Background: an optimization exercise with open tools, aiming at small area, a short achievable clock period and few clock cycles per item. Do not read the settings as production practice.
RTL that was checked went through simulation tests only; none was proved equivalent to the original.
Only the layout flow was run in run 1; the RTL was not checked for function there.
Power and IR drop assume default switching activity.

==> flow/design.v, too long to show whole: its modules and the start of the top module <==
// module Raptor64Mult: 1981 lines
// module bmx: 5 lines
// module bx: 5 lines
// module bxn: 5 lines
// module fa3: 6 lines
// module ha2: 6 lines
// module fa1c: 6 lines
module Raptor64Mult(rst, clk, ld, sgn, isMuli, a, b, imm, o, done);
  // ...
==> flow/run.sh <==
#!/bin/bash
# synth_recipe.tcl (not shown) runs the flow's synth.tcl, then flattens the netlist and writes it again
# the make line also repeats each setting of config.mk as NAME=value (left out here)
make -C /OpenROAD-flow-scripts/flow DESIGN_CONFIG=/design/flow/config.mk WORK_HOME=/design/flow/orfs CLKGATE_MAP_FILE= SYNTH_SCRIPT=/design/flow/synth_recipe.tcl finish
==> flow/config.mk <==
export PLATFORM = sky130hd
export DESIGN_NAME = Raptor64Mult
export DESIGN_NICKNAME = Raptor64Mult
export VERILOG_FILES = /design/flow/design.v
export SDC_FILE = /design/flow/constraint.sdc
export NUM_CORES = 4
export LEC_CHECK = 0
export ABC_CLOCK_PERIOD_IN_PS = 3000
export CAP_MARGIN = 20
export CORE_MARGIN = 2
export CORE_UTILIZATION = 55
export SETUP_SLACK_MARGIN = 5
export SLEW_MARGIN = 20
export SYNTH_HIERARCHICAL = 1
export SYNTH_MINIMUM_KEEP_SIZE = 0
==> flow/constraint.sdc <==
create_clock -name core_clock -period 10.0 [get_ports {clk}]
set_input_delay 2.0000 -clock core_clock [delete_from_list [all_inputs] [get_ports {clk}]]
set_output_delay 2.0000 -clock core_clock [all_outputs]
set_load 0.01 [all_outputs]
==> run summary, run 1 <==
P_clk=1.72 mW; Ys Warns=7; syn_area_per_cell=11.0 sq um; Num CTS Buffers=46; Die Span Y=249 um; Hold Crit Start=ph[5]$_SDFF_PP0_; most frequent cells in the layout=xor2_1 (470), fa_1 (463), a22o_1 (457), dfxtp_1 (360), clkdlybuf4s50_1 (323); fin area=38600 sq um; setup TNS=0 ps; 1st-iter DRT viols=2445; Final nets=4079; met1 Use GR=44.7%; Worst Setup SP=neg2[5]$_DFF_P_; outcome=finished clean; commonest non-fill, non-tap cell in the layout=xor2_1; Max clock buf depth=3; RR Endpoint=sr[22]$_SDFF_PP0_; non-clk buf share=8.83%; WP depth=7; met3 usage=5.76%; Largest delay share family, worst path=adder cells; simple logic cell fraction of the synthesized area=7.79%; flops & latches, synth=381; CTS tree=yes; data required time at the worst endpoint=10470 ps; Post-synth EDFFs=0; CP dominant cell by count=fa_1; top cells by area, synth=fa_1 (28%), dfxtp_1 (23%), xor2_1 (13%); sequential cell area share=19.9%; Peak supply drop=0.000302 V; DR DRC count=0
==> run 2, diff against run 1 <==
--- a/flow/design.v
+++ b/flow/design.v
@@ -14,17 +14,19 @@
 reg [69:0] dr;        
 reg [65:0] sr, cr;    
 reg [13:0] lsr, lcr;  
+reg busy;            
+reg shf;             
 reg nbit;             
 reg ca, cb;           
-reg [6:0] one0, two0, neg0;  
-reg [6:0] one1, two1, neg1;  
-reg [6:0] one2, two2, neg2;  
+wire [6:0] one0, two0, neg0;  
+wire [6:0] one1, two1, neg1;  
+wire [6:0] one2, two2, neg2;  
 reg [57:0] oh;        
 wire [63:0] d = isMuli ? imm : b;
 wire [84:0] dx = {{20{sgn & d[63]}}, d, 1'b0};   
 wire first = ph[0];
 assign done = ph[6];
-wire [14:0] nx = ld ? dx[14:0] : dr[14:0];
+wire [14:0] nx = busy ? dr[14:0] : dx[14:0];
 wire [6:0] one_n, two_n, neg_n;
 genvar k;
 generate for (k = 0; k < 7; k = k + 1) begin : enc
@@ -37,17 +39,13 @@
 		ph <= 7'd0;
 	else
 		ph <= {ph[5:0], ld};
+	busy <= ~rst & (ld | ph[0] | ph[1] | ph[2] | ph[3]);
+	shf <= ~rst & (ld | ph[0] | ph[1] | ph[2] | ph[3] | ph[4]);
 	ar <= {sgn & a[63], a};
-	one0 <= one_n;
-	two0 <= two_n;
-	neg0 <= neg_n;
-	one1 <= one_n;
-	two1 <= two_n;
-	neg1 <= neg_n;
-	one2 <= one_n;
-	two2 <= two_n;
-	neg2 <= neg_n;
 end
+digq u_q0 (.clk(clk), .one_n(one_n), .two_n(two_n), .neg_n(neg_n), .one(one0), .two(two0), .neg(neg0));
+digq u_q1 (.clk(clk), .one_n(one_n), .two_n(two_n), .neg_n(neg_n), .one(one1), .two(two1), .neg(neg1));
+digq u_q2 (.clk(clk), .one_n(one_n), .two_n(two_n), .neg_n(neg_n), .one(one2), .two(two2), .neg(neg2));
 wire [65:0] r_0;
 assign r_0[0] = (one0[0] & ar[0]) ^ neg0[0];
 wire m_0_1;
@@ -1962,23 +1960,551 @@
 wire [79:0] tc = {1'b0, 1'b0, c936, c934, c932, c930, c928, c926, c924, c922, c920, c918, c916, c914, c912, c910, c908, c906, c904, c902, c900, c898, c896, c894, c892, c890, c888, c886, c884, c882, c880, c878, c876, c874, c872, c870, c868, c866, c864, c862, c860, c858, c856, c854, c852, c850, c848, c846, c844, c842, c840, c838, c836, c834, c832, c830, c828, c826, c824, c822, c820, c818, c816, c814, c812, c810, c808, c806, c804, c802, c800, c798, c796, c794, c792, c790, c788, c786, c784, 1'b0};
 wire [15:0] lo = lsr + {lcr[13:1], ca} + {nbit, 12'b0} + cb;
 always @(posedge clk) begin
-	if (ld)
-		dr <= dx[83:14];
-	else
+	if (shf)
 		dr <= {lo[13:0], dr[69:14]};
-	sr <= ld ? 66'h20000000000000000 : ts[79:14];
-	cr <= ld ? 66'h0 : tc[79:14];
-	lsr <= ld ? 14'h0 : ts[13:0];
-	lcr <= ld ? 14'h0 : tc[13:0];
-	nbit <= ld ? 1'b0 : neg2[6];
-	ca <= ld ? 1'b0 : lo[15] | lo[14];
-	cb <= ld ? 1'b0 : lo[15];
+	else
+		dr <= dx[83:14];
+	sr <= busy ? ts[79:14] : 66'h20000000000000000;
+	cr <= busy ? tc[79:14] : 66'h0;
+	lsr <= busy ? ts[13:0] : 14'h0;
+	lcr <= busy ? tc[13:0] : 14'h0;
+	nbit <= busy & neg2[6];
+	ca <= busy & (lo[15] | lo[14]);
+	cb <= busy & lo[15];
 end
-wire [71:0] fin = {sr[57:0], lsr} + {cr[57:0], lcr[13:1], ca} + cb;
+wire [71:0] fa_p, fa_g;
+pgc u_fa_pg0 (.a(lsr[0]), .b(ca), .p(fa_p[0]), .g(fa_g[0]));
+pgc u_fa_pg1 (.a(lsr[1]), .b(lcr[1]), .p(fa_p[1]), .g(fa_g[1]));
+pgc u_fa_pg2 (.a(lsr[2]), .b(lcr[2]), .p(fa_p[2]), .g(fa_g[2]));
+pgc u_fa_pg3 (.a(lsr[3]), .b(lcr[3]), .p(fa_p[3]), .g(fa_g[3]));
+pgc u_fa_pg4 (.a(lsr[4]), .b(lcr[4]), .p(fa_p[4]), .g(fa_g[4]));
+pgc u_fa_pg5 (.a(lsr[5]), .b(lcr[5]), .p(fa_p[5]), .g(fa_g[5]));
+pgc u_fa_pg6 (.a(lsr[6]), .b(lcr[6]), .p(fa_p[6]), .g(fa_g[6]));
+pgc u_fa_pg7 (.a(lsr[7]), .b(lcr[7]), .p(fa_p[7]), .g(fa_g[7]));
+pgc u_fa_pg8 (.a(lsr[8]), .b(lcr[8]), .p(fa_p[8]), .g(fa_g[8]));
+pgc u_fa_pg9 (.a(lsr[9]), .b(lcr[9]), .p(fa_p[9]), .g(fa_g[9]));
+pgc u_fa_pg10 (.a(lsr[10]), .b(lcr[10]), .p(fa_p[10]), .g(fa_g[10]));
+pgc u_fa_pg11 (.a(lsr[11]), .b(lcr[11]), .p(fa_p[11]), .g(fa_g[11]));
+pgc u_fa_pg12 (.a(lsr[12]), .b(lcr[12]), .p(fa_p[12]), .g(fa_g[12]));
+pgc u_fa_pg13 (.a(lsr[13]), .b(lcr[13]), .p(fa_p[13]), .g(fa_g[13]));
+pgc u_fa_pg14 (.a(sr[0]), .b(cr[0]), .p(fa_p[14]), .g(fa_g[14]));
+pgc u_fa_pg15 (.a(sr[1]), .b(cr[1]), .p(fa_p[15]), .g(fa_g[15]));
+pgc u_fa_pg16 (.a(sr[2]), .b(cr[2]), .p(fa_p[16]), .g(fa_g[16]));
+pgc u_fa_pg17 (.a(sr[3]), .b(cr[3]), .p(fa_p[17]), .g(fa_g[17]));
+pgc u_fa_pg18 (.a(sr[4]), .b(cr[4]), .p(fa_p[18]), .g(fa_g[18]));
+pgc u_fa_pg19 (.a(sr[5]), .b(cr[5]), .p(fa_p[19]), .g(fa_g[19]));
+pgc u_fa_pg20 (.a(sr[6]), .b(cr[6]), .p(fa_p[20]), .g(fa_g[20]));
+pgc u_fa_pg21 (.a(sr[7]), .b(cr[7]), .p(fa_p[21]), .g(fa_g[21]));
+pgc u_fa_pg22 (.a(sr[8]), .b(cr[8]), .p(fa_p[22]), .g(fa_g[22]));
+pgc u_fa_pg23 (.a(sr[9]), .b(cr[9]), .p(fa_p[23]), .g(fa_g[23]));
+pgc u_fa_pg24 (.a(sr[10]), .b(cr[10]), .p(fa_p[24]), .g(fa_g[24]));
+pgc u_fa_pg25 (.a(sr[11]), .b(cr[11]), .p(fa_p[25]), .g(fa_g[25]));
+pgc u_fa_pg26 (.a(sr[12]), .b(cr[12]), .p(fa_p[26]), .g(fa_g[26]));
+pgc u_fa_pg27 (.a(sr[13]), .b(cr[13]), .p(fa_p[27]), .g(fa_g[27]));
+pgc u_fa_pg28 (.a(sr[14]), .b(cr[14]), .p(fa_p[28]), .g(fa_g[28]));
+pgc u_fa_pg29 (.a(sr[15]), .b(cr[15]), .p(fa_p[29]), .g(fa_g[29]));
+pgc u_fa_pg30 (.a(sr[16]), .b(cr[16]), .p(fa_p[30]), .g(fa_g[30]));
+pgc u_fa_pg31 (.a(sr[17]), .b(cr[17]), .p(fa_p[31]), .g(fa_g[31]));
+pgc u_fa_pg32 (.a(sr[18]), .b(cr[18]), .p(fa_p[32]), .g(fa_g[32]));
+pgc u_fa_pg33 (.a(sr[19]), .b(cr[19]), .p(fa_p[33]), .g(fa_g[33]));
+pgc u_fa_pg34 (.a(sr[20]), .b(cr[20]), .p(fa_p[34]), .g(fa_g[34]));
+pgc u_fa_pg35 (.a(sr[21]), .b(cr[21]), .p(fa_p[35]), .g(fa_g[35]));
+pgc u_fa_pg36 (.a(sr[22]), .b(cr[22]), .p(fa_p[36]), .g(fa_g[36]));
+pgc u_fa_pg37 (.a(sr[23]), .b(cr[23]), .p(fa_p[37]), .g(fa_g[37]));
+pgc u_fa_pg38 (.a(sr[24]), .b(cr[24]), .p(fa_p[38]), .g(fa_g[38]));
+pgc u_fa_pg39 (.a(sr[25]), .b(cr[25]), .p(fa_p[39]), .g(fa_g[39]));
+pgc u_fa_pg40 (.a(sr[26]), .b(cr[26]), .p(fa_p[40]), .g(fa_g[40]));
+pgc u_fa_pg41 (.a(sr[27]), .b(cr[27]), .p(fa_p[41]), .g(fa_g[41]));
+pgc u_fa_pg42 (.a(sr[28]), .b(cr[28]), .p(fa_p[42]), .g(fa_g[42]));
+pgc u_fa_pg43 (.a(sr[29]), .b(cr[29]), .p(fa_p[43]), .g(fa_g[43]));
+pgc u_fa_pg44 (.a(sr[30]), .b(cr[30]), .p(fa_p[44]), .g(fa_g[44]));
+pgc u_fa_pg45 (.a(sr[31]), .b(cr[31]), .p(fa_p[45]), .g(fa_g[45]));
+pgc u_fa_pg46 (.a(sr[32]), .b(cr[32]), .p(fa_p[46]), .g(fa_g[46]));
+pgc u_fa_pg47 (.a(sr[33]), .b(cr[33]), .p(fa_p[47]), .g(fa_g[47]));
+pgc u_fa_pg48 (.a(sr[34]), .b(cr[34]), .p(fa_p[48]), .g(fa_g[48]));
+pgc u_fa_pg49 (.a(sr[35]), .b(cr[35]), .p(fa_p[49]), .g(fa_g[49]));
+pgc u_fa_pg50 (.a(sr[36]), .b(cr[36]), .p(fa_p[50]), .g(fa_g[50]));
+pgc u_fa_pg51 (.a(sr[37]), .b(cr[37]), .p(fa_p[51]), .g(fa_g[51]));
+pgc u_fa_pg52 (.a(sr[38]), .b(cr[38]), .p(fa_p[52]), .g(fa_g[52]));
+pgc u_fa_pg53 (.a(sr[39]), .b(cr[39]), .p(fa_p[53]), .g(fa_g[53]));
+pgc u_fa_pg54 (.a(sr[40]), .b(cr[40]), .p(fa_p[54]), .g(fa_g[54]));
+pgc u_fa_pg55 (.a(sr[41]), .b(cr[41]), .p(fa_p[55]), .g(fa_g[55]));
+pgc u_fa_pg56 (.a(sr[42]), .b(cr[42]), .p(fa_p[56]), .g(fa_g[56]));
+pgc u_fa_pg57 (.a(sr[43]), .b(cr[43]), .p(fa_p[57]), .g(fa_g[57]));
+pgc u_fa_pg58 (.a(sr[44]), .b(cr[44]), .p(fa_p[58]), .g(fa_g[58]));
+pgc u_fa_pg59 (.a(sr[45]), .b(cr[45]), .p(fa_p[59]), .g(fa_g[59]));
+pgc u_fa_pg60 (.a(sr[46]), .b(cr[46]), .p(fa_p[60]), .g(fa_g[60]));
+pgc u_fa_pg61 (.a(sr[47]), .b(cr[47]), .p(fa_p[61]), .g(fa_g[61]));
+pgc u_fa_pg62 (.a(sr[48]), .b(cr[48]), .p(fa_p[62]), .g(fa_g[62]));
+pgc u_fa_pg63 (.a(sr[49]), .b(cr[49]), .p(fa_p[63]), .g(fa_g[63]));
+pgc u_fa_pg64 (.a(sr[50]), .b(cr[50]), .p(fa_p[64]), .g(fa_g[64]));
+pgc u_fa_pg65 (.a(sr[51]), .b(cr[51]), .p(fa_p[65]), .g(fa_g[65]));
+pgc u_fa_pg66 (.a(sr[52]), .b(cr[52]), .p(fa_p[66]), .g(fa_g[66]));
+pgc u_fa_pg67 (.a(sr[53]), .b(cr[53]), .p(fa_p[67]), .g(fa_g[67]));
+pgc u_fa_pg68 (.a(sr[54]), .b(cr[54]), .p(fa_p[68]), .g(fa_g[68]));
+pgc u_fa_pg69 (.a(sr[55]), .b(cr[55]), .p(fa_p[69]), .g(fa_g[69]));
+pgc u_fa_pg70 (.a(sr[56]), .b(cr[56]), .p(fa_p[70]), .g(fa_g[70]));
+pgc u_fa_pg71 (.a(sr[57]), .b(cr[57]), .p(fa_p[71]), .g(fa_g[71]));
+wire fa_G0_1;
+gn u_fa_G0_1 (.gh(fa_g[0]), .ph(fa_p[0]), .gl(cb), .go(fa_G0_1));
+wire fa_G0_3, fa_P0_3;
+gpn u_fa_G0_3 (.gh(fa_g[2]), .ph(fa_p[2]), .gl(fa_g[1]), .pl(fa_p[1]), .go(fa_G0_3), .po(fa_P0_3));
+wire fa_G0_5, fa_P0_5;
+gpn u_fa_G0_5 (.gh(fa_g[4]), .ph(fa_p[4]), .gl(fa_g[3]), .pl(fa_p[3]), .go(fa_G0_5), .po(fa_P0_5));
+wire fa_G0_7, fa_P0_7;
+gpn u_fa_G0_7 (.gh(fa_g[6]), .ph(fa_p[6]), .gl(fa_g[5]), .pl(fa_p[5]), .go(fa_G0_7), .po(fa_P0_7));
+wire fa_G0_9, fa_P0_9;
+gpn u_fa_G0_9 (.gh(fa_g[8]), .ph(fa_p[8]), .gl(fa_g[7]), .pl(fa_p[7]), .go(fa_G0_9), .po(fa_P0_9));
+wire fa_G0_11, fa_P0_11;
+gpn u_fa_G0_11 (.gh(fa_g[10]), .ph(fa_p[10]), .gl(fa_g[9]), .pl(fa_p[9]), .go(fa_G0_11), .po(fa_P0_11));
+wire fa_G0_13, fa_P0_13;
+gpn u_fa_G0_13 (.gh(fa_g[12]), .ph(fa_p[12]), .gl(fa_g[11]), .pl(fa_p[11]), .go(fa_G0_13), .po(fa_P0_13));
+wire fa_G0_15, fa_P0_15;
+gpn u_fa_G0_15 (.gh(fa_g[14]), .ph(fa_p[14]), .gl(fa_g[13]), .pl(fa_p[13]), .go(fa_G0_15), .po(fa_P0_15));
+wire fa_G0_17, fa_P0_17;
+gpn u_fa_G0_17 (.gh(fa_g[16]), .ph(fa_p[16]), .gl(fa_g[15]), .pl(fa_p[15]), .go(fa_G0_17), .po(fa_P0_17));
+wire fa_G0_19, fa_P0_19;
+gpn u_fa_G0_19 (.gh(fa_g[18]), .ph(fa_p[18]), .gl(fa_g[17]), .pl(fa_p[17]), .go(fa_G0_19), .po(fa_P0_19));
+wire fa_G0_21, fa_P0_21;
+gpn u_fa_G0_21 (.gh(fa_g[20]), .ph(fa_p[20]), .gl(fa_g[19]), .pl(fa_p[19]), .go(fa_G0_21), .po(fa_P0_21));
+wire fa_G0_23, fa_P0_23;
+gpn u_fa_G0_23 (.gh(fa_g[22]), .ph(fa_p[22]), .gl(fa_g[21]), .pl(fa_p[21]), .go(fa_G0_23), .po(fa_P0_23));
+wire fa_G0_25, fa_P0_25;
+gpn u_fa_G0_25 (.gh(fa_g[24]), .ph(fa_p[24]), .gl(fa_g[23]), .pl(fa_p[23]), .go(fa_G0_25), .po(fa_P0_25));
+wire fa_G0_27, fa_P0_27;
+gpn u_fa_G0_27 (.gh(fa_g[26]), .ph(fa_p[26]), .gl(fa_g[25]), .pl(fa_p[25]), .go(fa_G0_27), .po(fa_P0_27));
+wire fa_G0_29, fa_P0_29;
+gpn u_fa_G0_29 (.gh(fa_g[28]), .ph(fa_p[28]), .gl(fa_g[27]), .pl(fa_p[27]), .go(fa_G0_29), .po(fa_P0_29));
+wire fa_G0_31, fa_P0_31;
+gpn u_fa_G0_31 (.gh(fa_g[30]), .ph(fa_p[30]), .gl(fa_g[29]), .pl(fa_p[29]), .go(fa_G0_31), .po(fa_P0_31));
+wire fa_G0_33, fa_P0_33;
+gpn u_fa_G0_33 (.gh(fa_g[32]), .ph(fa_p[32]), .gl(fa_g[31]), .pl(fa_p[31]), .go(fa_G0_33), .po(fa_P0_33));
+wire fa_G0_35, fa_P0_35;
+gpn u_fa_G0_35 (.gh(fa_g[34]), .ph(fa_p[34]), .gl(fa_g[33]), .pl(fa_p[33]), .go(fa_G0_35), .po(fa_P0_35));
+wire fa_G0_37, fa_P0_37;
+gpn u_fa_G0_37 (.gh(fa_g[36]), .ph(fa_p[36]), .gl(fa_g[35]), .pl(fa_p[35]), .go(fa_G0_37), .po(fa_P0_37));
+wire fa_G0_39, fa_P0_39;
+gpn u_fa_G0_39 (.gh(fa_g[38]), .ph(fa_p[38]), .gl(fa_g[37]), .pl(fa_p[37]), .go(fa_G0_39), .po(fa_P0_39));
+wire fa_G0_41, fa_P0_41;
+gpn u_fa_G0_41 (.gh(fa_g[40]), .ph(fa_p[40]), .gl(fa_g[39]), .pl(fa_p[39]), .go(fa_G0_41), .po(fa_P0_41));
+wire fa_G0_43, fa_P0_43;
+gpn u_fa_G0_43 (.gh(fa_g[42]), .ph(fa_p[42]), .gl(fa_g[41]), .pl(fa_p[41]), .go(fa_G0_43), .po(fa_P0_43));
+wire fa_G0_45, fa_P0_45;
+gpn u_fa_G0_45 (.gh(fa_g[44]), .ph(fa_p[44]), .gl(fa_g[43]), .pl(fa_p[43]), .go(fa_G0_45), .po(fa_P0_45));
+wire fa_G0_47, fa_P0_47;
+gpn u_fa_G0_47 (.gh(fa_g[46]), .ph(fa_p[46]), .gl(fa_g[45]), .pl(fa_p[45]), .go(fa_G0_47), .po(fa_P0_47));
+wire fa_G0_49, fa_P0_49;
+gpn u_fa_G0_49 (.gh(fa_g[48]), .ph(fa_p[48]), .gl(fa_g[47]), .pl(fa_p[47]), .go(fa_G0_49), .po(fa_P0_49));
+wire fa_G0_51, fa_P0_51;
+gpn u_fa_G0_51 (.gh(fa_g[50]), .ph(fa_p[50]), .gl(fa_g[49]), .pl(fa_p[49]), .go(fa_G0_51), .po(fa_P0_51));
+wire fa_G0_53, fa_P0_53;
+gpn u_fa_G0_53 (.gh(fa_g[52]), .ph(fa_p[52]), .gl(fa_g[51]), .pl(fa_p[51]), .go(fa_G0_53), .po(fa_P0_53));
+wire fa_G0_55, fa_P0_55;
+gpn u_fa_G0_55 (.gh(fa_g[54]), .ph(fa_p[54]), .gl(fa_g[53]), .pl(fa_p[53]), .go(fa_G0_55), .po(fa_P0_55));
+wire fa_G0_57, fa_P0_57;
+gpn u_fa_G0_57 (.gh(fa_g[56]), .ph(fa_p[56]), .gl(fa_g[55]), .pl(fa_p[55]), .go(fa_G0_57), .po(fa_P0_57));
+wire fa_G0_59, fa_P0_59;
+gpn u_fa_G0_59 (.gh(fa_g[58]), .ph(fa_p[58]), .gl(fa_g[57]), .pl(fa_p[57]), .go(fa_G0_59), .po(fa_P0_59));
+wire fa_G0_61, fa_P0_61;
+gpn u_fa_G0_61 (.gh(fa_g[60]), .ph(fa_p[60]), .gl(fa_g[59]), .pl(fa_p[59]), .go(fa_G0_61), .po(fa_P0_61));
+wire fa_G0_63, fa_P0_63;
+gpn u_fa_G0_63 (.gh(fa_g[62]), .ph(fa_p[62]), .gl(fa_g[61]), .pl(fa_p[61]), .go(fa_G0_63), .po(fa_P0_63));
+wire fa_G0_65, fa_P0_65;
+gpn u_fa_G0_65 (.gh(fa_g[64]), .ph(fa_p[64]), .gl(fa_g[63]), .pl(fa_p[63]), .go(fa_G0_65), .po(fa_P0_65));
+wire fa_G0_67, fa_P0_67;
+gpn u_fa_G0_67 (.gh(fa_g[66]), .ph(fa_p[66]), .gl(fa_g[65]), .pl(fa_p[65]), .go(fa_G0_67), .po(fa_P0_67));
+wire fa_G0_69, fa_P0_69;
+gpn u_fa_G0_69 (.gh(fa_g[68]), .ph(fa_p[68]), .gl(fa_g[67]), .pl(fa_p[67]), .go(fa_G0_69), .po(fa_P0_69));
+wire fa_G0_71, fa_P0_71;
+gpn u_fa_G0_71 (.gh(fa_g[70]), .ph(fa_p[70]), .gl(fa_g[69]), .pl(fa_p[69]), .go(fa_G0_71), .po(fa_P0_71));
+wire fa_G1_2;
+gn u_fa_G1_2 (.gh(fa_g[1]), .ph(fa_p[1]), .gl(fa_G0_1), .go(fa_G1_2));
+wire fa_G1_3;
+gn u_fa_G1_3 (.gh(fa_G0_3), .ph(fa_P0_3), .gl(fa_G0_1), .go(fa_G1_3));
+wire fa_G1_6, fa_P1_6;
+gpn u_fa_G1_6 (.gh(fa_g[5]), .ph(fa_p[5]), .gl(fa_G0_5), .pl(fa_P0_5), .go(fa_G1_6), .po(fa_P1_6));
+wire fa_G1_7, fa_P1_7;
+gpn u_fa_G1_7 (.gh(fa_G0_7), .ph(fa_P0_7), .gl(fa_G0_5), .pl(fa_P0_5), .go(fa_G1_7), .po(fa_P1_7));
+wire fa_G1_10, fa_P1_10;
+gpn u_fa_G1_10 (.gh(fa_g[9]), .ph(fa_p[9]), .gl(fa_G0_9), .pl(fa_P0_9), .go(fa_G1_10), .po(fa_P1_10));
+wire fa_G1_11, fa_P1_11;
+gpn u_fa_G1_11 (.gh(fa_G0_11), .ph(fa_P0_11), .gl(fa_G0_9), .pl(fa_P0_9), .go(fa_G1_11), .po(fa_P1_11));
+wire fa_G1_14, fa_P1_14;
+gpn u_fa_G1_14 (.gh(fa_g[13]), .ph(fa_p[13]), .gl(fa_G0_13), .pl(fa_P0_13), .go(fa_G1_14), .po(fa_P1_14));
+wire fa_G1_15, fa_P1_15;
+gpn u_fa_G1_15 (.gh(fa_G0_15), .ph(fa_P0_15), .gl(fa_G0_13), .pl(fa_P0_13), .go(fa_G1_15), .po(fa_P1_15));
+wire fa_G1_18, fa_P1_18;
+gpn u_fa_G1_18 (.gh(fa_g[17]), .ph(fa_p[17]), .gl(fa_G0_17), .pl(fa_P0_17), .go(fa_G1_18), .po(fa_P1_18));
+wire fa_G1_19, fa_P1_19;
+gpn u_fa_G1_19 (.gh(fa_G0_19), .ph(fa_P0_19), .gl(fa_G0_17), .pl(fa_P0_17), .go(fa_G1_19), .po(fa_P1_19));
+wire fa_G1_22, fa_P1_22;
+gpn u_fa_G1_22 (.gh(fa_g[21]), .ph(fa_p[21]), .gl(fa_G0_21), .pl(fa_P0_21), .go(fa_G1_22), .po(fa_P1_22));
+wire fa_G1_23, fa_P1_23;
+gpn u_fa_G1_23 (.gh(fa_G0_23), .ph(fa_P0_23), .gl(fa_G0_21), .pl(fa_P0_21), .go(fa_G1_23), .po(fa_P1_23));
+wire fa_G1_26, fa_P1_26;
+gpn u_fa_G1_26 (.gh(fa_g[25]), .ph(fa_p[25]), .gl(fa_G0_25), .pl(fa_P0_25), .go(fa_G1_26), .po(fa_P1_26));
+wire fa_G1_27, fa_P1_27;
+gpn u_fa_G1_27 (.gh(fa_G0_27), .ph(fa_P0_27), .gl(fa_G0_25), .pl(fa_P0_25), .go(fa_G1_27), .po(fa_P1_27));
+wire fa_G1_30, fa_P1_30;
+gpn u_fa_G1_30 (.gh(fa_g[29]), .ph(fa_p[29]), .gl(fa_G0_29), .pl(fa_P0_29), .go(fa_G1_30), .po(fa_P1_30));
+wire fa_G1_31, fa_P1_31;
+gpn u_fa_G1_31 (.gh(fa_G0_31), .ph(fa_P0_31), .gl(fa_G0_29), .pl(fa_P0_29), .go(fa_G1_31), .po(fa_P1_31));
+wire fa_G1_34, fa_P1_34;
+gpn u_fa_G1_34 (.gh(fa_g[33]), .ph(fa_p[33]), .gl(fa_G0_33), .pl(fa_P0_33), .go(fa_G1_34), .po(fa_P1_34));
+wire fa_G1_35, fa_P1_35;
+gpn u_fa_G1_35 (.gh(fa_G0_35), .ph(fa_P0_35), .gl(fa_G0_33), .pl(fa_P0_33), .go(fa_G1_35), .po(fa_P1_35));
+wire fa_G1_38, fa_P1_38;
+gpn u_fa_G1_38 (.gh(fa_g[37]), .ph(fa_p[37]), .gl(fa_G0_37), .pl(fa_P0_37), .go(fa_G1_38), .po(fa_P1_38));
+wire fa_G1_39, fa_P1_39;
+gpn u_fa_G1_39 (.gh(fa_G0_39), .ph(fa_P0_39), .gl(fa_G0_37), .pl(fa_P0_37), .go(fa_G1_39), .po(fa_P1_39));
+wire fa_G1_42, fa_P1_42;
+gpn u_fa_G1_42 (.gh(fa_g[41]), .ph(fa_p[41]), .gl(fa_G0_41), .pl(fa_P0_41), .go(fa_G1_42), .po(fa_P1_42));
+wire fa_G1_43, fa_P1_43;
+gpn u_fa_G1_43 (.gh(fa_G0_43), .ph(fa_P0_43), .gl(fa_G0_41), .pl(fa_P0_41), .go(fa_G1_43), .po(fa_P1_43));
+wire fa_G1_46, fa_P1_46;
+gpn u_fa_G1_46 (.gh(fa_g[45]), .ph(fa_p[45]), .gl(fa_G0_45), .pl(fa_P0_45), .go(fa_G1_46), .po(fa_P1_46));
+wire fa_G1_47, fa_P1_47;
+gpn u_fa_G1_47 (.gh(fa_G0_47), .ph(fa_P0_47), .gl(fa_G0_45), .pl(fa_P0_45), .go(fa_G1_47), .po(fa_P1_47));
+wire fa_G1_50, fa_P1_50;
+gpn u_fa_G1_50 (.gh(fa_g[49]), .ph(fa_p[49]), .gl(fa_G0_49), .pl(fa_P0_49), .go(fa_G1_50), .po(fa_P1_50));
+wire fa_G1_51, fa_P1_51;
+gpn u_fa_G1_51 (.gh(fa_G0_51), .ph(fa_P0_51), .gl(fa_G0_49), .pl(fa_P0_49), .go(fa_G1_51), .po(fa_P1_51));
+wire fa_G1_54, fa_P1_54;
+gpn u_fa_G1_54 (.gh(fa_g[53]), .ph(fa_p[53]), .gl(fa_G0_53), .pl(fa_P0_53), .go(fa_G1_54), .po(fa_P1_54));
+wire fa_G1_55, fa_P1_55;
+gpn u_fa_G1_55 (.gh(fa_G0_55), .ph(fa_P0_55), .gl(fa_G0_53), .pl(fa_P0_53), .go(fa_G1_55), .po(fa_P1_55));
+wire fa_G1_58, fa_P1_58;
+gpn u_fa_G1_58 (.gh(fa_g[57]), .ph(fa_p[57]), .gl(fa_G0_57), .pl(fa_P0_57), .go(fa_G1_58), .po(fa_P1_58));
+wire fa_G1_59, fa_P1_59;
+gpn u_fa_G1_59 (.gh(fa_G0_59), .ph(fa_P0_59), .gl(fa_G0_57), .pl(fa_P0_57), .go(fa_G1_59), .po(fa_P1_59));
+wire fa_G1_62, fa_P1_62;
+gpn u_fa_G1_62 (.gh(fa_g[61]), .ph(fa_p[61]), .gl(fa_G0_61), .pl(fa_P0_61), .go(fa_G1_62), .po(fa_P1_62));
+wire fa_G1_63, fa_P1_63;
+gpn u_fa_G1_63 (.gh(fa_G0_63), .ph(fa_P0_63), .gl(fa_G0_61), .pl(fa_P0_61), .go(fa_G1_63), .po(fa_P1_63));
+wire fa_G1_66, fa_P1_66;
+gpn u_fa_G1_66 (.gh(fa_g[65]), .ph(fa_p[65]), .gl(fa_G0_65), .pl(fa_P0_65), .go(fa_G1_66), .po(fa_P1_66));
+wire fa_G1_67, fa_P1_67;
+gpn u_fa_G1_67 (.gh(fa_G0_67), .ph(fa_P0_67), .gl(fa_G0_65), .pl(fa_P0_65), .go(fa_G1_67), .po(fa_P1_67));
+wire fa_G1_70, fa_P1_70;
+gpn u_fa_G1_70 (.gh(fa_g[69]), .ph(fa_p[69]), .gl(fa_G0_69), .pl(fa_P0_69), .go(fa_G1_70), .po(fa_P1_70));
+wire fa_G1_71, fa_P1_71;
+gpn u_fa_G1_71 (.gh(fa_G0_71), .ph(fa_P0_71), .gl(fa_G0_69), .pl(fa_P0_69), .go(fa_G1_71), .po(fa_P1_71));
+wire fa_G2_4;
+gn u_fa_G2_4 (.gh(fa_g[3]), .ph(fa_p[3]), .gl(fa_G1_3), .go(fa_G2_4));
+wire fa_G2_5;
+gn u_fa_G2_5 (.gh(fa_G0_5), .ph(fa_P0_5), .gl(fa_G1_3), .go(fa_G2_5));
+wire fa_G2_6;
+gn u_fa_G2_6 (.gh(fa_G1_6), .ph(fa_P1_6), .gl(fa_G1_3), .go(fa_G2_6));
+wire fa_G2_7;
+gn u_fa_G2_7 (.gh(fa_G1_7), .ph(fa_P1_7), .gl(fa_G1_3), .go(fa_G2_7));
+wire fa_G2_12, fa_P2_12;
+gpn u_fa_G2_12 (.gh(fa_g[11]), .ph(fa_p[11]), .gl(fa_G1_11), .pl(fa_P1_11), .go(fa_G2_12), .po(fa_P2_12));
+wire fa_G2_13, fa_P2_13;
+gpn u_fa_G2_13 (.gh(fa_G0_13), .ph(fa_P0_13), .gl(fa_G1_11), .pl(fa_P1_11), .go(fa_G2_13), .po(fa_P2_13));
+wire fa_G2_14, fa_P2_14;
+gpn u_fa_G2_14 (.gh(fa_G1_14), .ph(fa_P1_14), .gl(fa_G1_11), .pl(fa_P1_11), .go(fa_G2_14), .po(fa_P2_14));
+wire fa_G2_15, fa_P2_15;
+gpn u_fa_G2_15 (.gh(fa_G1_15), .ph(fa_P1_15), .gl(fa_G1_11), .pl(fa_P1_11), .go(fa_G2_15), .po(fa_P2_15));
+wire fa_G2_20, fa_P2_20;
+gpn u_fa_G2_20 (.gh(fa_g[19]), .ph(fa_p[19]), .gl(fa_G1_19), .pl(fa_P1_19), .go(fa_G2_20), .po(fa_P2_20));
+wire fa_G2_21, fa_P2_21;
+gpn u_fa_G2_21 (.gh(fa_G0_21), .ph(fa_P0_21), .gl(fa_G1_19), .pl(fa_P1_19), .go(fa_G2_21), .po(fa_P2_21));
+wire fa_G2_22, fa_P2_22;
+gpn u_fa_G2_22 (.gh(fa_G1_22), .ph(fa_P1_22), .gl(fa_G1_19), .pl(fa_P1_19), .go(fa_G2_22), .po(fa_P2_22));
+wire fa_G2_23, fa_P2_23;
+gpn u_fa_G2_23 (.gh(fa_G1_23), .ph(fa_P1_23), .gl(fa_G1_19), .pl(fa_P1_19), .go(fa_G2_23), .po(fa_P2_23));
+wire fa_G2_28, fa_P2_28;
+gpn u_fa_G2_28 (.gh(fa_g[27]), .ph(fa_p[27]), .gl(fa_G1_27), .pl(fa_P1_27), .go(fa_G2_28), .po(fa_P2_28));
+wire fa_G2_29, fa_P2_29;
+gpn u_fa_G2_29 (.gh(fa_G0_29), .ph(fa_P0_29), .gl(fa_G1_27), .pl(fa_P1_27), .go(fa_G2_29), .po(fa_P2_29));
+wire fa_G2_30, fa_P2_30;
+gpn u_fa_G2_30 (.gh(fa_G1_30), .ph(fa_P1_30), .gl(fa_G1_27), .pl(fa_P1_27), .go(fa_G2_30), .po(fa_P2_30));
+wire fa_G2_31, fa_P2_31;
+gpn u_fa_G2_31 (.gh(fa_G1_31), .ph(fa_P1_31), .gl(fa_G1_27), .pl(fa_P1_27), .go(fa_G2_31), .po(fa_P2_31));
+wire fa_G2_36, fa_P2_36;
+gpn u_fa_G2_36 (.gh(fa_g[35]), .ph(fa_p[35]), .gl(fa_G1_35), .pl(fa_P1_35), .go(fa_G2_36), .po(fa_P2_36));
+wire fa_G2_37, fa_P2_37;
+gpn u_fa_G2_37 (.gh(fa_G0_37), .ph(fa_P0_37), .gl(fa_G1_35), .pl(fa_P1_35), .go(fa_G2_37), .po(fa_P2_37));
+wire fa_G2_38, fa_P2_38;
+gpn u_fa_G2_38 (.gh(fa_G1_38), .ph(fa_P1_38), .gl(fa_G1_35), .pl(fa_P1_35), .go(fa_G2_38), .po(fa_P2_38));
+wire fa_G2_39, fa_P2_39;
+gpn u_fa_G2_39 (.gh(fa_G1_39), .ph(fa_P1_39), .gl(fa_G1_35), .pl(fa_P1_35), .go(fa_G2_39), .po(fa_P2_39));
+wire fa_G2_44, fa_P2_44;
+gpn u_fa_G2_44 (.gh(fa_g[43]), .ph(fa_p[43]), .gl(fa_G1_43), .pl(fa_P1_43), .go(fa_G2_44), .po(fa_P2_44));
+wire fa_G2_45, fa_P2_45;
+gpn u_fa_G2_45 (.gh(fa_G0_45), .ph(fa_P0_45), .gl(fa_G1_43), .pl(fa_P1_43), .go(fa_G2_45), .po(fa_P2_45));
+wire fa_G2_46, fa_P2_46;
+gpn u_fa_G2_46 (.gh(fa_G1_46), .ph(fa_P1_46), .gl(fa_G1_43), .pl(fa_P1_43), .go(fa_G2_46), .po(fa_P2_46));
+wire fa_G2_47, fa_P2_47;
+gpn u_fa_G2_47 (.gh(fa_G1_47), .ph(fa_P1_47), .gl(fa_G1_43), .pl(fa_P1_43), .go(fa_G2_47), .po(fa_P2_47));
+wire fa_G2_52, fa_P2_52;
+gpn u_fa_G2_52 (.gh(fa_g[51]), .ph(fa_p[51]), .gl(fa_G1_51), .pl(fa_P1_51), .go(fa_G2_52), .po(fa_P2_52));
+wire fa_G2_53, fa_P2_53;
+gpn u_fa_G2_53 (.gh(fa_G0_53), .ph(fa_P0_53), .gl(fa_G1_51), .pl(fa_P1_51), .go(fa_G2_53), .po(fa_P2_53));
+wire fa_G2_54, fa_P2_54;
+gpn u_fa_G2_54 (.gh(fa_G1_54), .ph(fa_P1_54), .gl(fa_G1_51), .pl(fa_P1_51), .go(fa_G2_54), .po(fa_P2_54));
+wire fa_G2_55, fa_P2_55;
+gpn u_fa_G2_55 (.gh(fa_G1_55), .ph(fa_P1_55), .gl(fa_G1_51), .pl(fa_P1_51), .go(fa_G2_55), .po(fa_P2_55));
+wire fa_G2_60, fa_P2_60;
+gpn u_fa_G2_60 (.gh(fa_g[59]), .ph(fa_p[59]), .gl(fa_G1_59), .pl(fa_P1_59), .go(fa_G2_60), .po(fa_P2_60));
+wire fa_G2_61, fa_P2_61;
+gpn u_fa_G2_61 (.gh(fa_G0_61), .ph(fa_P0_61), .gl(fa_G1_59), .pl(fa_P1_59), .go(fa_G2_61), .po(fa_P2_61));
+wire fa_G2_62, fa_P2_62;
+gpn u_fa_G2_62 (.gh(fa_G1_62), .ph(fa_P1_62), .gl(fa_G1_59), .pl(fa_P1_59), .go(fa_G2_62), .po(fa_P2_62));
+wire fa_G2_63, fa_P2_63;
+gpn u_fa_G2_63 (.gh(fa_G1_63), .ph(fa_P1_63), .gl(fa_G1_59), .pl(fa_P1_59), .go(fa_G2_63), .po(fa_P2_63));
+wire fa_G2_68, fa_P2_68;
+gpn u_fa_G2_68 (.gh(fa_g[67]), .ph(fa_p[67]), .gl(fa_G1_67), .pl(fa_P1_67), .go(fa_G2_68), .po(fa_P2_68));
+wire fa_G2_69, fa_P2_69;
+gpn u_fa_G2_69 (.gh(fa_G0_69), .ph(fa_P0_69), .gl(fa_G1_67), .pl(fa_P1_67), .go(fa_G2_69), .po(fa_P2_69));
+wire fa_G2_70, fa_P2_70;
+gpn u_fa_G2_70 (.gh(fa_G1_70), .ph(fa_P1_70), .gl(fa_G1_67), .pl(fa_P1_67), .go(fa_G2_70), .po(fa_P2_70));
+wire fa_G2_71, fa_P2_71;
+gpn u_fa_G2_71 (.gh(fa_G1_71), .ph(fa_P1_71), .gl(fa_G1_67), .pl(fa_P1_67), .go(fa_G2_71), .po(fa_P2_71));
+wire fa_G3_8;
+gn u_fa_G3_8 (.gh(fa_g[7]), .ph(fa_p[7]), .gl(fa_G2_7), .go(fa_G3_8));
+wire fa_G3_9;
+gn u_fa_G3_9 (.gh(fa_G0_9), .ph(fa_P0_9), .gl(fa_G2_7), .go(fa_G3_9));
+wire fa_G3_10;
+gn u_fa_G3_10 (.gh(fa_G1_10), .ph(fa_P1_10), .gl(fa_G2_7), .go(fa_G3_10));
+wire fa_G3_11;
+gn u_fa_G3_11 (.gh(fa_G1_11), .ph(fa_P1_11), .gl(fa_G2_7), .go(fa_G3_11));
+wire fa_G3_12;
+gn u_fa_G3_12 (.gh(fa_G2_12), .ph(fa_P2_12), .gl(fa_G2_7), .go(fa_G3_12));
+wire fa_G3_13;
+gn u_fa_G3_13 (.gh(fa_G2_13), .ph(fa_P2_13), .gl(fa_G2_7), .go(fa_G3_13));
+wire fa_G3_14;
+gn u_fa_G3_14 (.gh(fa_G2_14), .ph(fa_P2_14), .gl(fa_G2_7), .go(fa_G3_14));
+wire fa_G3_15;
+gn u_fa_G3_15 (.gh(fa_G2_15), .ph(fa_P2_15), .gl(fa_G2_7), .go(fa_G3_15));
+wire fa_G3_24, fa_P3_24;
+gpn u_fa_G3_24 (.gh(fa_g[23]), .ph(fa_p[23]), .gl(fa_G2_23), .pl(fa_P2_23), .go(fa_G3_24), .po(fa_P3_24));
+wire fa_G3_25, fa_P3_25;
+gpn u_fa_G3_25 (.gh(fa_G0_25), .ph(fa_P0_25), .gl(fa_G2_23), .pl(fa_P2_23), .go(fa_G3_25), .po(fa_P3_25));
+wire fa_G3_26, fa_P3_26;
+gpn u_fa_G3_26 (.gh(fa_G1_26), .ph(fa_P1_26), .gl(fa_G2_23), .pl(fa_P2_23), .go(fa_G3_26), .po(fa_P3_26));
+wire fa_G3_27, fa_P3_27;
+gpn u_fa_G3_27 (.gh(fa_G1_27), .ph(fa_P1_27), .gl(fa_G2_23), .pl(fa_P2_23), .go(fa_G3_27), .po(fa_P3_27));
+wire fa_G3_28, fa_P3_28;
+gpn u_fa_G3_28 (.gh(fa_G2_28), .ph(fa_P2_28), .gl(fa_G2_23), .pl(fa_P2_23), .go(fa_G3_28), .po(fa_P3_28));
+wire fa_G3_29, fa_P3_29;
+gpn u_fa_G3_29 (.gh(fa_G2_29), .ph(fa_P2_29), .gl(fa_G2_23), .pl(fa_P2_23), .go(fa_G3_29), .po(fa_P3_29));
+wire fa_G3_30, fa_P3_30;
+gpn u_fa_G3_30 (.gh(fa_G2_30), .ph(fa_P2_30), .gl(fa_G2_23), .pl(fa_P2_23), .go(fa_G3_30), .po(fa_P3_30));
+wire fa_G3_31, fa_P3_31;
+gpn u_fa_G3_31 (.gh(fa_G2_31), .ph(fa_P2_31), .gl(fa_G2_23), .pl(fa_P2_23), .go(fa_G3_31), .po(fa_P3_31));
+wire fa_G3_40, fa_P3_40;
+gpn u_fa_G3_40 (.gh(fa_g[39]), .ph(fa_p[39]), .gl(fa_G2_39), .pl(fa_P2_39), .go(fa_G3_40), .po(fa_P3_40));
+wire fa_G3_41, fa_P3_41;
+gpn u_fa_G3_41 (.gh(fa_G0_41), .ph(fa_P0_41), .gl(fa_G2_39), .pl(fa_P2_39), .go(fa_G3_41), .po(fa_P3_41));
+wire fa_G3_42, fa_P3_42;
+gpn u_fa_G3_42 (.gh(fa_G1_42), .ph(fa_P1_42), .gl(fa_G2_39), .pl(fa_P2_39), .go(fa_G3_42), .po(fa_P3_42));
+wire fa_G3_43, fa_P3_43;
+gpn u_fa_G3_43 (.gh(fa_G1_43), .ph(fa_P1_43), .gl(fa_G2_39), .pl(fa_P2_39), .go(fa_G3_43), .po(fa_P3_43));
+wire fa_G3_44, fa_P3_44;
+gpn u_fa_G3_44 (.gh(fa_G2_44), .ph(fa_P2_44), .gl(fa_G2_39), .pl(fa_P2_39), .go(fa_G3_44), .po(fa_P3_44));
+wire fa_G3_45, fa_P3_45;
+gpn u_fa_G3_45 (.gh(fa_G2_45), .ph(fa_P2_45), .gl(fa_G2_39), .pl(fa_P2_39), .go(fa_G3_45), .po(fa_P3_45));
+wire fa_G3_46, fa_P3_46;
+gpn u_fa_G3_46 (.gh(fa_G2_46), .ph(fa_P2_46), .gl(fa_G2_39), .pl(fa_P2_39), .go(fa_G3_46), .po(fa_P3_46));
+wire fa_G3_47, fa_P3_47;
+gpn u_fa_G3_47 (.gh(fa_G2_47), .ph(fa_P2_47), .gl(fa_G2_39), .pl(fa_P2_39), .go(fa_G3_47), .po(fa_P3_47));
+wire fa_G3_56, fa_P3_56;
+gpn u_fa_G3_56 (.gh(fa_g[55]), .ph(fa_p[55]), .gl(fa_G2_55), .pl(fa_P2_55), .go(fa_G3_56), .po(fa_P3_56));
+wire fa_G3_57, fa_P3_57;
+gpn u_fa_G3_57 (.gh(fa_G0_57), .ph(fa_P0_57), .gl(fa_G2_55), .pl(fa_P2_55), .go(fa_G3_57), .po(fa_P3_57));
+wire fa_G3_58, fa_P3_58;
+gpn u_fa_G3_58 (.gh(fa_G1_58), .ph(fa_P1_58), .gl(fa_G2_55), .pl(fa_P2_55), .go(fa_G3_58), .po(fa_P3_58));
+wire fa_G3_59, fa_P3_59;
+gpn u_fa_G3_59 (.gh(fa_G1_59), .ph(fa_P1_59), .gl(fa_G2_55), .pl(fa_P2_55), .go(fa_G3_59), .po(fa_P3_59));
+wire fa_G3_60, fa_P3_60;
+gpn u_fa_G3_60 (.gh(fa_G2_60), .ph(fa_P2_60), .gl(fa_G2_55), .pl(fa_P2_55), .go(fa_G3_60), .po(fa_P3_60));
+wire fa_G3_61, fa_P3_61;
+gpn u_fa_G3_61 (.gh(fa_G2_61), .ph(fa_P2_61), .gl(fa_G2_55), .pl(fa_P2_55), .go(fa_G3_61), .po(fa_P3_61));
+wire fa_G3_62, fa_P3_62;
+gpn u_fa_G3_62 (.gh(fa_G2_62), .ph(fa_P2_62), .gl(fa_G2_55), .pl(fa_P2_55), .go(fa_G3_62), .po(fa_P3_62));
+wire fa_G3_63, fa_P3_63;
+gpn u_fa_G3_63 (.gh(fa_G2_63), .ph(fa_P2_63), .gl(fa_G2_55), .pl(fa_P2_55), .go(fa_G3_63), .po(fa_P3_63));
+wire fa_G3_72, fa_P3_72;
+gpn u_fa_G3_72 (.gh(fa_g[71]), .ph(fa_p[71]), .gl(fa_G2_71), .pl(fa_P2_71), .go(fa_G3_72), .po(fa_P3_72));
+wire fa_G4_16;
+gn u_fa_G4_16 (.gh(fa_g[15]), .ph(fa_p[15]), .gl(fa_G3_15), .go(fa_G4_16));
+wire fa_G4_17;
+gn u_fa_G4_17 (.gh(fa_G0_17), .ph(fa_P0_17), .gl(fa_G3_15), .go(fa_G4_17));
+wire fa_G4_18;
+gn u_fa_G4_18 (.gh(fa_G1_18), .ph(fa_P1_18), .gl(fa_G3_15), .go(fa_G4_18));
+wire fa_G4_19;
+gn u_fa_G4_19 (.gh(fa_G1_19), .ph(fa_P1_19), .gl(fa_G3_15), .go(fa_G4_19));
+wire fa_G4_20;
+gn u_fa_G4_20 (.gh(fa_G2_20), .ph(fa_P2_20), .gl(fa_G3_15), .go(fa_G4_20));
+wire fa_G4_21;
+gn u_fa_G4_21 (.gh(fa_G2_21), .ph(fa_P2_21), .gl(fa_G3_15), .go(fa_G4_21));
+wire fa_G4_22;
+gn u_fa_G4_22 (.gh(fa_G2_22), .ph(fa_P2_22), .gl(fa_G3_15), .go(fa_G4_22));
+wire fa_G4_23;
+gn u_fa_G4_23 (.gh(fa_G2_23), .ph(fa_P2_23), .gl(fa_G3_15), .go(fa_G4_23));
+wire fa_G4_24;
+gn u_fa_G4_24 (.gh(fa_G3_24), .ph(fa_P3_24), .gl(fa_G3_15), .go(fa_G4_24));
+wire fa_G4_25;
+gn u_fa_G4_25 (.gh(fa_G3_25), .ph(fa_P3_25), .gl(fa_G3_15), .go(fa_G4_25));
+wire fa_G4_26;
+gn u_fa_G4_26 (.gh(fa_G3_26), .ph(fa_P3_26), .gl(fa_G3_15), .go(fa_G4_26));
+wire fa_G4_27;
+gn u_fa_G4_27 (.gh(fa_G3_27), .ph(fa_P3_27), .gl(fa_G3_15), .go(fa_G4_27));
+wire fa_G4_28;
+gn u_fa_G4_28 (.gh(fa_G3_28), .ph(fa_P3_28), .gl(fa_G3_15), .go(fa_G4_28));
+wire fa_G4_29;
+gn u_fa_G4_29 (.gh(fa_G3_29), .ph(fa_P3_29), .gl(fa_G3_15), .go(fa_G4_29));
+wire fa_G4_30;
+gn u_fa_G4_30 (.gh(fa_G3_30), .ph(fa_P3_30), .gl(fa_G3_15), .go(fa_G4_30));
+wire fa_G4_31;
+gn u_fa_G4_31 (.gh(fa_G3_31), .ph(fa_P3_31), .gl(fa_G3_15), .go(fa_G4_31));
+wire fa_G4_48, fa_P4_48;
+gpn u_fa_G4_48 (.gh(fa_g[47]), .ph(fa_p[47]), .gl(fa_G3_47), .pl(fa_P3_47), .go(fa_G4_48), .po(fa_P4_48));
+wire fa_G4_49, fa_P4_49;
+gpn u_fa_G4_49 (.gh(fa_G0_49), .ph(fa_P0_49), .gl(fa_G3_47), .pl(fa_P3_47), .go(fa_G4_49), .po(fa_P4_49));
+wire fa_G4_50, fa_P4_50;
+gpn u_fa_G4_50 (.gh(fa_G1_50), .ph(fa_P1_50), .gl(fa_G3_47), .pl(fa_P3_47), .go(fa_G4_50), .po(fa_P4_50));
+wire fa_G4_51, fa_P4_51;
+gpn u_fa_G4_51 (.gh(fa_G1_51), .ph(fa_P1_51), .gl(fa_G3_47), .pl(fa_P3_47), .go(fa_G4_51), .po(fa_P4_51));
+wire fa_G4_52, fa_P4_52;
+gpn u_fa_G4_52 (.gh(fa_G2_52), .ph(fa_P2_52), .gl(fa_G3_47), .pl(fa_P3_47), .go(fa_G4_52), .po(fa_P4_52));
+wire fa_G4_53, fa_P4_53;
+gpn u_fa_G4_53 (.gh(fa_G2_53), .ph(fa_P2_53), .gl(fa_G3_47), .pl(fa_P3_47), .go(fa_G4_53), .po(fa_P4_53));
+wire fa_G4_54, fa_P4_54;
+gpn u_fa_G4_54 (.gh(fa_G2_54), .ph(fa_P2_54), .gl(fa_G3_47), .pl(fa_P3_47), .go(fa_G4_54), .po(fa_P4_54));
+wire fa_G4_55, fa_P4_55;
+gpn u_fa_G4_55 (.gh(fa_G2_55), .ph(fa_P2_55), .gl(fa_G3_47), .pl(fa_P3_47), .go(fa_G4_55), .po(fa_P4_55));
+wire fa_G4_56, fa_P4_56;
+gpn u_fa_G4_56 (.gh(fa_G3_56), .ph(fa_P3_56), .gl(fa_G3_47), .pl(fa_P3_47), .go(fa_G4_56), .po(fa_P4_56));
+wire fa_G4_57, fa_P4_57;
+gpn u_fa_G4_57 (.gh(fa_G3_57), .ph(fa_P3_57), .gl(fa_G3_47), .pl(fa_P3_47), .go(fa_G4_57), .po(fa_P4_57));
+wire fa_G4_58, fa_P4_58;
+gpn u_fa_G4_58 (.gh(fa_G3_58), .ph(fa_P3_58), .gl(fa_G3_47), .pl(fa_P3_47), .go(fa_G4_58), .po(fa_P4_58));
+wire fa_G4_59, fa_P4_59;
+gpn u_fa_G4_59 (.gh(fa_G3_59), .ph(fa_P3_59), .gl(fa_G3_47), .pl(fa_P3_47), .go(fa_G4_59), .po(fa_P4_59));
+wire fa_G4_60, fa_P4_60;
+gpn u_fa_G4_60 (.gh(fa_G3_60), .ph(fa_P3_60), .gl(fa_G3_47), .pl(fa_P3_47), .go(fa_G4_60), .po(fa_P4_60));
+wire fa_G4_61, fa_P4_61;
+gpn u_fa_G4_61 (.gh(fa_G3_61), .ph(fa_P3_61), .gl(fa_G3_47), .pl(fa_P3_47), .go(fa_G4_61), .po(fa_P4_61));
+wire fa_G4_62, fa_P4_62;
+gpn u_fa_G4_62 (.gh(fa_G3_62), .ph(fa_P3_62), .gl(fa_G3_47), .pl(fa_P3_47), .go(fa_G4_62), .po(fa_P4_62));
+wire fa_G4_63, fa_P4_63;
+gpn u_fa_G4_63 (.gh(fa_G3_63), .ph(fa_P3_63), .gl(fa_G3_47), .pl(fa_P3_47), .go(fa_G4_63), .po(fa_P4_63));
+wire fa_G5_32;
+gn u_fa_G5_32 (.gh(fa_g[31]), .ph(fa_p[31]), .gl(fa_G4_31), .go(fa_G5_32));
+wire fa_G5_33;
+gn u_fa_G5_33 (.gh(fa_G0_33), .ph(fa_P0_33), .gl(fa_G4_31), .go(fa_G5_33));
+wire fa_G5_34;
+gn u_fa_G5_34 (.gh(fa_G1_34), .ph(fa_P1_34), .gl(fa_G4_31), .go(fa_G5_34));
+wire fa_G5_35;
+gn u_fa_G5_35 (.gh(fa_G1_35), .ph(fa_P1_35), .gl(fa_G4_31), .go(fa_G5_35));
+wire fa_G5_36;
+gn u_fa_G5_36 (.gh(fa_G2_36), .ph(fa_P2_36), .gl(fa_G4_31), .go(fa_G5_36));
+wire fa_G5_37;
+gn u_fa_G5_37 (.gh(fa_G2_37), .ph(fa_P2_37), .gl(fa_G4_31), .go(fa_G5_37));
+wire fa_G5_38;
+gn u_fa_G5_38 (.gh(fa_G2_38), .ph(fa_P2_38), .gl(fa_G4_31), .go(fa_G5_38));
+wire fa_G5_39;
+gn u_fa_G5_39 (.gh(fa_G2_39), .ph(fa_P2_39), .gl(fa_G4_31), .go(fa_G5_39));
+wire fa_G5_40;
+gn u_fa_G5_40 (.gh(fa_G3_40), .ph(fa_P3_40), .gl(fa_G4_31), .go(fa_G5_40));
+wire fa_G5_41;
+gn u_fa_G5_41 (.gh(fa_G3_41), .ph(fa_P3_41), .gl(fa_G4_31), .go(fa_G5_41));
+wire fa_G5_42;
+gn u_fa_G5_42 (.gh(fa_G3_42), .ph(fa_P3_42), .gl(fa_G4_31), .go(fa_G5_42));
+wire fa_G5_43;
+gn u_fa_G5_43 (.gh(fa_G3_43), .ph(fa_P3_43), .gl(fa_G4_31), .go(fa_G5_43));
+wire fa_G5_44;
+gn u_fa_G5_44 (.gh(fa_G3_44), .ph(fa_P3_44), .gl(fa_G4_31), .go(fa_G5_44));
+wire fa_G5_45;
+gn u_fa_G5_45 (.gh(fa_G3_45), .ph(fa_P3_45), .gl(fa_G4_31), .go(fa_G5_45));
+wire fa_G5_46;
+gn u_fa_G5_46 (.gh(fa_G3_46), .ph(fa_P3_46), .gl(fa_G4_31), .go(fa_G5_46));
+wire fa_G5_47;
+gn u_fa_G5_47 (.gh(fa_G3_47), .ph(fa_P3_47), .gl(fa_G4_31), .go(fa_G5_47));
+wire fa_G5_48;
+gn u_fa_G5_48 (.gh(fa_G4_48), .ph(fa_P4_48), .gl(fa_G4_31), .go(fa_G5_48));
+wire fa_G5_49;
+gn u_fa_G5_49 (.gh(fa_G4_49), .ph(fa_P4_49), .gl(fa_G4_31), .go(fa_G5_49));
+wire fa_G5_50;
+gn u_fa_G5_50 (.gh(fa_G4_50), .ph(fa_P4_50), .gl(fa_G4_31), .go(fa_G5_50));
+wire fa_G5_51;
+gn u_fa_G5_51 (.gh(fa_G4_51), .ph(fa_P4_51), .gl(fa_G4_31), .go(fa_G5_51));
+wire fa_G5_52;
+gn u_fa_G5_52 (.gh(fa_G4_52), .ph(fa_P4_52), .gl(fa_G4_31), .go(fa_G5_52));
+wire fa_G5_53;
+gn u_fa_G5_53 (.gh(fa_G4_53), .ph(fa_P4_53), .gl(fa_G4_31), .go(fa_G5_53));
+wire fa_G5_54;
+gn u_fa_G5_54 (.gh(fa_G4_54), .ph(fa_P4_54), .gl(fa_G4_31), .go(fa_G5_54));
+wire fa_G5_55;
+gn u_fa_G5_55 (.gh(fa_G4_55), .ph(fa_P4_55), .gl(fa_G4_31), .go(fa_G5_55));
+wire fa_G5_56;
+gn u_fa_G5_56 (.gh(fa_G4_56), .ph(fa_P4_56), .gl(fa_G4_31), .go(fa_G5_56));
+wire fa_G5_57;
+gn u_fa_G5_57 (.gh(fa_G4_57), .ph(fa_P4_57), .gl(fa_G4_31), .go(fa_G5_57));
+wire fa_G5_58;
+gn u_fa_G5_58 (.gh(fa_G4_58), .ph(fa_P4_58), .gl(fa_G4_31), .go(fa_G5_58));
+wire fa_G5_59;
+gn u_fa_G5_59 (.gh(fa_G4_59), .ph(fa_P4_59), .gl(fa_G4_31), .go(fa_G5_59));
+wire fa_G5_60;
+gn u_fa_G5_60 (.gh(fa_G4_60), .ph(fa_P4_60), .gl(fa_G4_31), .go(fa_G5_60));
+wire fa_G5_61;
+gn u_fa_G5_61 (.gh(fa_G4_61), .ph(fa_P4_61), .gl(fa_G4_31), .go(fa_G5_61));
+wire fa_G5_62;
+gn u_fa_G5_62 (.gh(fa_G4_62), .ph(fa_P4_62), .gl(fa_G4_31), .go(fa_G5_62));
+wire fa_G5_63;
+gn u_fa_G5_63 (.gh(fa_G4_63), .ph(fa_P4_63), .gl(fa_G4_31), .go(fa_G5_63));
+wire fa_G6_64;
+gn u_fa_G6_64 (.gh(fa_g[63]), .ph(fa_p[63]), .gl(fa_G5_63), .go(fa_G6_64));
+wire fa_G6_65;
+gn u_fa_G6_65 (.gh(fa_G0_65), .ph(fa_P0_65), .gl(fa_G5_63), .go(fa_G6_65));
+wire fa_G6_66;
+gn u_fa_G6_66 (.gh(fa_G1_66), .ph(fa_P1_66), .gl(fa_G5_63), .go(fa_G6_66));
+wire fa_G6_67;
+gn u_fa_G6_67 (.gh(fa_G1_67), .ph(fa_P1_67), .gl(fa_G5_63), .go(fa_G6_67));
+wire fa_G6_68;
+gn u_fa_G6_68 (.gh(fa_G2_68), .ph(fa_P2_68), .gl(fa_G5_63), .go(fa_G6_68));
+wire fa_G6_69;
+gn u_fa_G6_69 (.gh(fa_G2_69), .ph(fa_P2_69), .gl(fa_G5_63), .go(fa_G6_69));
+wire fa_G6_70;
+gn u_fa_G6_70 (.gh(fa_G2_70), .ph(fa_P2_70), .gl(fa_G5_63), .go(fa_G6_70));
+wire fa_G6_71;
+gn u_fa_G6_71 (.gh(fa_G2_71), .ph(fa_P2_71), .gl(fa_G5_63), .go(fa_G6_71));
+wire fa_G6_72;
+gn u_fa_G6_72 (.gh(fa_G3_72), .ph(fa_P3_72), .gl(fa_G5_63), .go(fa_G6_72));
+wire [71:0] fin = {(fa_p[71] ^ fa_G6_71), (fa_p[70] ^ fa_G6_70), (fa_p[69] ^ fa_G6_69), (fa_p[68] ^ fa_G6_68), (fa_p[67] ^ fa_G6_67), (fa_p[66] ^ fa_G6_66), (fa_p[65] ^ fa_G6_65), (fa_p[64] ^ fa_G6_64), (fa_p[63] ^ fa_G5_63), (fa_p[62] ^ fa_G5_62), (fa_p[61] ^ fa_G5_61), (fa_p[60] ^ fa_G5_60), (fa_p[59] ^ fa_G5_59), (fa_p[58] ^ fa_G5_58), (fa_p[57] ^ fa_G5_57), (fa_p[56] ^ fa_G5_56), (fa_p[55] ^ fa_G5_55), (fa_p[54] ^ fa_G5_54), (fa_p[53] ^ fa_G5_53), (fa_p[52] ^ fa_G5_52), (fa_p[51] ^ fa_G5_51), (fa_p[50] ^ fa_G5_50), (fa_p[49] ^ fa_G5_49), (fa_p[48] ^ fa_G5_48), (fa_p[47] ^ fa_G5_47), (fa_p[46] ^ fa_G5_46), (fa_p[45] ^ fa_G5_45), (fa_p[44] ^ fa_G5_44), (fa_p[43] ^ fa_G5_43), (fa_p[42] ^ fa_G5_42), (fa_p[41] ^ fa_G5_41), (fa_p[40] ^ fa_G5_40), (fa_p[39] ^ fa_G5_39), (fa_p[38] ^ fa_G5_38), (fa_p[37] ^ fa_G5_37), (fa_p[36] ^ fa_G5_36), (fa_p[35] ^ fa_G5_35), (fa_p[34] ^ fa_G5_34), (fa_p[33] ^ fa_G5_33), (fa_p[32] ^ fa_G5_32), (fa_p[31] ^ fa_G4_31), (fa_p[30] ^ fa_G4_30), (fa_p[29] ^ fa_G4_29), (fa_p[28] ^ fa_G4_28), (fa_p[27] ^ fa_G4_27), (fa_p[26] ^ fa_G4_26), (fa_p[25] ^ fa_G4_25), (fa_p[24] ^ fa_G4_24), (fa_p[23] ^ fa_G4_23), (fa_p[22] ^ fa_G4_22), (fa_p[21] ^ fa_G4_21), (fa_p[20] ^ fa_G4_20), (fa_p[19] ^ fa_G4_19), (fa_p[18] ^ fa_G4_18), (fa_p[17] ^ fa_G4_17), (fa_p[16] ^ fa_G4_16), (fa_p[15] ^ fa_G3_15), (fa_p[14] ^ fa_G3_14), (fa_p[13] ^ fa_G3_13), (fa_p[12] ^ fa_G3_12), (fa_p[11] ^ fa_G3_11), (fa_p[10] ^ fa_G3_10), (fa_p[9] ^ fa_G3_9), (fa_p[8] ^ fa_G3_8), (fa_p[7] ^ fa_G2_7), (fa_p[6] ^ fa_G2_6), (fa_p[5] ^ fa_G2_5), (fa_p[4] ^ fa_G2_4), (fa_p[3] ^ fa_G1_3), (fa_p[2] ^ fa_G1_2), (fa_p[1] ^ fa_G0_1), (fa_p[0] ^ cb)};
 always @(posedge clk)
 	oh <= fin[71:14];
 assign o = {oh, dr};
 endmodule
+module pgc(a, b, p, g);
+input a, b;
+output p, g;
+assign p = a ^ b;
+assign g = a & b;
+endmodule
+module gpn(gh, ph, gl, pl, go, po);
+input gh, ph, gl, pl;
+output go, po;
+assign go = gh | (ph & gl);
+assign po = ph & pl;
+endmodule
+module gn(gh, ph, gl, go);
+input gh, ph, gl;
+output go;
+assign go = gh | (ph & gl);
+endmodule
+module digq(clk, one_n, two_n, neg_n, one, two, neg);
+input clk;
+input [6:0] one_n, two_n, neg_n;
+output reg [6:0] one, two, neg;
+always @(posedge clk) begin
+	one <= one_n;
+	two <= two_n;
+	neg <= neg_n;
+end
+endmodule
 module bmx(a1, a0, one, two, m);
 input a1, a0, one, two;
 output m;
==> run summary, run 2 <==
multiplexer share of the synthesized area=2.03%; Peak supply drop=0.000195 V (-35%); # port buffers=325; Hold-fix buffers, CTS=0; Final WS setup=6090 ps; final std cells w/o fill=4047; flops & latches, synth=425 (+12%); Placer Congestion=0.903; DR DRC count=0 (unchanged); largest family of logic cells by synthesized area=adder cells; Ports=326; Critical Path Sink Type=flip-flop; Detailed Routing Iterations Pass 1=6; Post-synth EDFFs=0 (unchanged); f_max=256 MHz; detailed-route via count=24500; Top FF cell, synth=dfxtp_1; Startpoint Class=flip-flop; Max clock buf depth=3 (unchanged); clock insertion delay at the later pin of the skew report=640 ps; syn_area_per_cell=11.6 sq um (+5.8%); Fin Clk Skew=42.3 ps; critical path type=reg -> reg; Mapped Area=33300 sq um; data required time at the worst endpoint=10530 ps (+60 ps); Hold WC Path Type=reg -> reg; Slew headroom=18.4%; # setup viols final=0; Final nets=3992 (-2.1%); DPL Wire Length=74.9 mm; CTS tree=yes; RSZ-0062 raised after global routing=false; outcome=finished clean; setup bufs post-CTS=0; actual slew at the worst max-slew pin=1220 ps; DRT antenna net count=0; Num CTS Buffers=50 (+8.7%); setup slack at placement=5660 ps; critical path peak fanout=22; Die Width=250 um; fin area=39300 sq um (+1.8%); Die Span Y=250 um (+0.55%); Yosys top cell by area=fa_1; htree depth=2; Regs by FF count=dr (70), sr (66), ar (65); Mapped Cells=2862; Max Cap Viol=0; Tcrit/Tclk final=39.1%; Ys Warns=8 (+1); top cells by area, synth=fa_1 (27%), dfxtp_1 (26%), xor2_1 (13%); commonest non-fill, non-tap cell in the layout=xor2_1; CTS sink count=425; Biggest register=dr; register area=8520 sq um; simple logic cell fraction of the synthesized area=7.33% (-0.46 points); fraction of final layout cells with drive strength greater than 1=3.95%; CTS root buf=clkbuf_16; drt wl/cell=25.5 um; most frequent cell after synthesis=xor2_1; DP Cell Count=3953; most frequent cells in the layout=xor2_1 (512), a22o_1 (455), fa_1 (452), dfxtp_1 (417), clkdlybuf4s50_1 (324); Initial Util=55.4%; PD cells=383 nW/um^2; Final Slew Violations=0; Total GRT Usage=33.3%; global-route wire length before repair=159 mm; setup TNS=0 ps (unchanged); 1st-iter DRT viols=1847 (-24%); fraction of the mapped netlist area in adder cells=31.7%; register area share after synthesis=25.6%; Commonest cells post-synth=xor2_1 (512), a22o_1 (455), fa_1 (452)
==> run 2: cell types whose count changed after synthesis, sizes merged, moves of 39 or more <==
cell | before | now
dfxtp | 381 | 425
a21o | 34 | 204
inv | 86 | 27
xnor2 | 54 | 15
nor2 | 120 | 16
and2 | 6 | 294
nor2b | 172 | 9
xor2 | 470 | 512
a21oi | 144 | 8
==> run 2: cell families (layout without fill, tap and decap cells) <==
group | after synthesis | in the layout
compound gates | 770 | 770
xor+xnor | 527 | 527
fa+ha+maj | 571 | 571
buf+inv | 69 | 469
flops | 425 | 425
mux | 67 | 67
other cells | 1 | 4
simple gates | 432 | 432
==> run 2: final timing paths <==
| path | endpoint | slack, ps | cells after the start | from |
|---|---|---|---|---|
| max | sr[23]$_SDFF_PN0_ | 6090 | 7 | u_q1.two[4]$_DFF_P_ |
| min | ph[5]$_SDFF_PP0_ | 460 | 1 | ph[4]$_SDFF_PP0_ |
| max reg2reg | sr[23]$_SDFF_PN0_ | 6090 | 7 | u_q1.two[4]$_DFF_P_ |
| min reg2reg | ph[5]$_SDFF_PP0_ | 460 | 1 | ph[4]$_SDFF_PP0_ |
==> run 2: through the flow <==
stage	total power [mW]	util [%]	hold WS, ps
floorplan	9.69	-	359
global placement	12.8	62.5	443
detailed placement	13.1	62.5	439
CTS	15.1	65.4	461
global route	16.6	65.4	477
finish	15.0	65.4	458
==> run 2: power by group <==
part           switching [mW]  total (mW)  internal (mW)
registers               0.717        2.94           2.22
logic                    5.12        10.2           5.05
clock network           0.800        1.92           1.12
==> run 2: Yosys stat by module, one instance, submodules excluded <==
module,copies in the design,flip-flops and latches
Raptor64Mult,1,362
bmx,455,0
bx,448,0
bxn,7,0
digq,3,21
fa1c,2,0
fa3,449,0
gn,61,0
gpn,137,0
ha2,13,0
pgc,72,0
==> run 2: layer usage <==
metal | share of wire [%] | vias to the layer above | track usage (%)
met1 | 41 | 12300 | 44.1
li1 | - | 10800 | -
met2 | 47 | 1179 | 54.6
met4 | 3.9 | 0 | 12.0
met3 | 8.1 | 242 | 6.37
met5 | 0 | - | 0
==> run 2: area by class of cell <==
cell class                 count  area share, %
tap                          782           2.49
inverter                      27          0.258
multi-input combinational   2369           62.3
antenna                        2         0.0128
clock inverter                30           1.00
timing repair buffer         351           8.81
clock buffer                  61           3.39
sequential                   425           21.7
==> run 2: critical path, stage by stage, from the launching register on <==
cell and delay [ps]:
dfxtp_1 1130, a22o_1 270, xor2_1 230, fa_1 510, fa_1 460, fa_1 490
fa_1 530, and2_1 180
Testbench counts of run 2, summed over its fixed seeds: cycles 19,200, items 2,400.

Re-timed with assumed drivers on the ports (clkbuf_16 on the clock, buf_2 on other inputs), run 2 has 6.093 ns of setup slack against 6.093 ns with ideal ports, and 5.657 ns once port delays also move by the mid clock arrival of 0.686 ns.
